This design comes from an exercise in tuning for small area, a short achievable clock period and few clock cycles on the open sky130 flow, not from production work.
Function was checked by simulation only, so behaviour that the tests miss may differ from the original.
Power figures rest on the tool's default switching activity, not on a simulated workload.

## mycpu_top
module mycpu_top(
    input  resetn,
    input  clk,
    output        inst_sram_en,
    output [ 3:0] inst_sram_wen,
    output [31:0] inst_sram_addr,
    output [31:0] inst_sram_wdata,
    input  [31:0] inst_sram_rdata,
    output        data_sram_en,
    output [ 3:0] data_sram_wen,
    output [31:0] data_sram_addr,
    output [31:0] data_sram_wdata,
    input  [31:0] data_sram_rdata,
    output [31:0] debug_wb_pc,
    output [ 3:0] debug_wb_rf_wen,
    output [ 4:0] debug_wb_rf_wnum,
    output [31:0] debug_wb_rf_wdata
);
Size in the first run: roughly 8000 cells after synthesis, ~280 I/O pins, ~0.095 mm² of cells after synthesis.
Settings: LEC_CHECK=0, CAP_MARGIN=20, CORE_MARGIN=2, CORE_UTILIZATION=40, PLACE_DENSITY=0.6, SETUP_SLACK_MARGIN=0.2, SLEW_MARGIN=20; clock period 12.0 ns.
standard.sh (not shown) runs the stock make flow with config.mk's settings and CLKGATE_MAP_FILE= SYNTH_SCRIPT=/design/flow/synth_recipe.tcl, a recipe that flattens the netlist after the stock synthesis.
==> flow/flow/run.sh <==
#!/bin/bash
set -euo pipefail
bash standard.sh SETUP_SLACK_MARGIN=7.5 finish > standard_make.log 2>&1
Testbench counts at the start, summed over its fixed seeds: cycles 31,838.
Edit:
--- a/flow/design.v
+++ b/flow/design.v
@@ -180,26 +180,34 @@
     wire r_shift = is_r & (fn[5:3] == 3'b000);
     wire link    = is_jal | r_jalr | (is_regimm & rt[4]);
     wire is_bj   = is_regimm | is_j | is_jal | is_beq | is_bne | is_blez | is_bgtz | r_jr;
     wire uses_rs = ~(is_j | is_jal | is_lui);
     wire uses_rt = is_r | is_beq | is_bne | is_store | is_lwlr;
     wire [4:0] dest = is_r ? rd :
                       (is_immalu | is_load) ? rt :
                       link ? 5'd31 : 5'd0;
     wire [31:0] rf_a, rf_b;
     wire [31:0] ex_res;
     wire [31:0] m2_val;
     reg  [31:0] ld_val;
-    reg  a_ex, a_m1, a_m2, a_wb;
-    reg  b_ex, b_m1, b_m2, b_wb;
+    wire rs_nz = (rs != 5'd0);
+    wire rt_nz = (rt != 5'd0);
+    wire a_ex = rs_nz & (rs == ex_dest);
+    wire a_m1 = rs_nz & (rs == m1_dest);
+    wire a_m2 = rs_nz & (rs == m2_dest);
+    wire a_wb = rs_nz & (rs == wb_dest);
+    wire b_ex = rt_nz & (rt == ex_dest);
+    wire b_m1 = rt_nz & (rt == m1_dest);
+    wire b_m2 = rt_nz & (rt == m2_dest);
+    wire b_wb = rt_nz & (rt == wb_dest);
     wire [31:0] ra = a_m1 ? m1_res : a_m2 ? m2_res : a_wb ? wb_val : id_ra;
     wire [31:0] rb = b_m1 ? m1_res : b_m2 ? m2_res : b_wb ? wb_val : id_rb;
     wire [31:0] ex_fres;
     wire [31:0] va = a_ex ? ex_res : ra;
     wire [31:0] vb = b_ex ? ex_res : rb;
     wire [31:0] ba = a_ex ? ex_fres : ra;
     wire a_m2ld = a_m2 & m2_ld & ~a_ex & ~a_m1;
     wire b_m2ld = b_m2 & m2_ld & ~b_ex & ~b_m1;
     wire [31:0] fa = a_m2ld ? ld_val : va;
     wire [31:0] fb = b_m2ld ? ld_val : vb;
     wire is_beqne = is_beq | is_bne;
     wire ld_haz = (uses_rs & ((a_ex & ex_ld) | (a_m1 & m1_ld))) |
@@ -290,48 +298,24 @@
     wire [4:0] f_rt = fi[20:16];
     always @(posedge clk) begin
         if (~id_stall) begin
             id_ir <= inst_sram_rdata;
             id_pc <= pc_f2;
             id_ra <= (wb_dest != 5'd0 && wb_dest == f_rs) ? wb_val : rf_a;
             id_rb <= (wb_dest != 5'd0 && wb_dest == f_rt) ? wb_val : rf_b;
         end else begin
             if (a_wb) id_ra <= wb_val;
             if (b_wb) id_rb <= wb_val;
         end
     end
-    wire       f_rs_nz = (f_rs != 5'd0);
-    wire       f_rt_nz = (f_rt != 5'd0);
-    wire [4:0] ex_dest_n = id_go ? dest : 5'd0;
-    always @(posedge clk) begin
-        if (~id_stall) begin
-            a_ex <= f_rs_nz & (f_rs == ex_dest_n);
-            a_m1 <= f_rs_nz & (f_rs == ex_dest);
-            a_m2 <= f_rs_nz & (f_rs == m1_dest);
-            a_wb <= f_rs_nz & (f_rs == m2_dest);
-            b_ex <= f_rt_nz & (f_rt == ex_dest_n);
-            b_m1 <= f_rt_nz & (f_rt == ex_dest);
-            b_m2 <= f_rt_nz & (f_rt == m1_dest);
-            b_wb <= f_rt_nz & (f_rt == m2_dest);
-        end else begin
-            a_ex <= 1'b0;
-            a_m1 <= a_ex;
-            a_m2 <= a_m1;
-            a_wb <= a_m2;
-            b_ex <= 1'b0;
-            b_m1 <= b_ex;
-            b_m2 <= b_m1;
-            b_wb <= b_m2;
-        end
-    end
     always @(posedge clk) begin
         if (~resetn | ~id_go) begin
             ex_dest  <= 5'd0;
             ex_ld    <= 1'b0;
             ex_st_en <= 1'b0;
             ex_md    <= 1'b0;
             ex_mthi  <= 1'b0;
             ex_mtlo  <= 1'b0;
         end else begin
             ex_dest  <= dest;
             ex_ld    <= is_load;
             ex_st_en <= is_store;
Effect: Total power goes down by about 5%; worst setup slack got worse by 0.62 ns; design area is about the same; first-iteration DRC count goes down by 6.8%; sequential share of layout area goes down by 0.11 points; global-route usage goes down by 1.3 points; fmax goes down by 11%; clock power goes down by 3.7%; via count goes down by 3.1%; critical path depth goes up by 9.
Testbench counts after the change, summed over its fixed seeds: cycles 31,838.

==> static timing again, ports no longer ideal <==
The results above use ideal ports. As a check the final layouts listed here were re-extracted and re-timed, cells and wires unchanged.
Step 1: set_driving_cell puts a clkbuf_16 on clk and a buf_2 on each other input, an assumption about the parent block.
Step 2 adds t to the input delays and takes it off the output delays; t is the mean of the earliest and latest rising clock arrival at the registers after step 1. Input paths then give back, and output paths get back, about the clock's delay inside the block.
Slacks: ideal ports / drivers / drivers and shift; pairs: ideal ports / drivers.
run | t, ns | setup slack, ns | worst hold slack (ns) | worst slew at a driven data input, ns
the first run | 0.975 | 6.899 / 6.899 / 6.300 | 0.317 / 0.317 / 0.317 | 0.30
the second run | 0.944 | 6.282 / 6.282 / 5.879 | 0.321 / 0.321 / 0.321 | 0.10
After both steps every run listed still meets setup and hold. The setup slack of the first run, which loses most, moves by 0.000 ns with the drivers and by -0.599 ns with both steps.
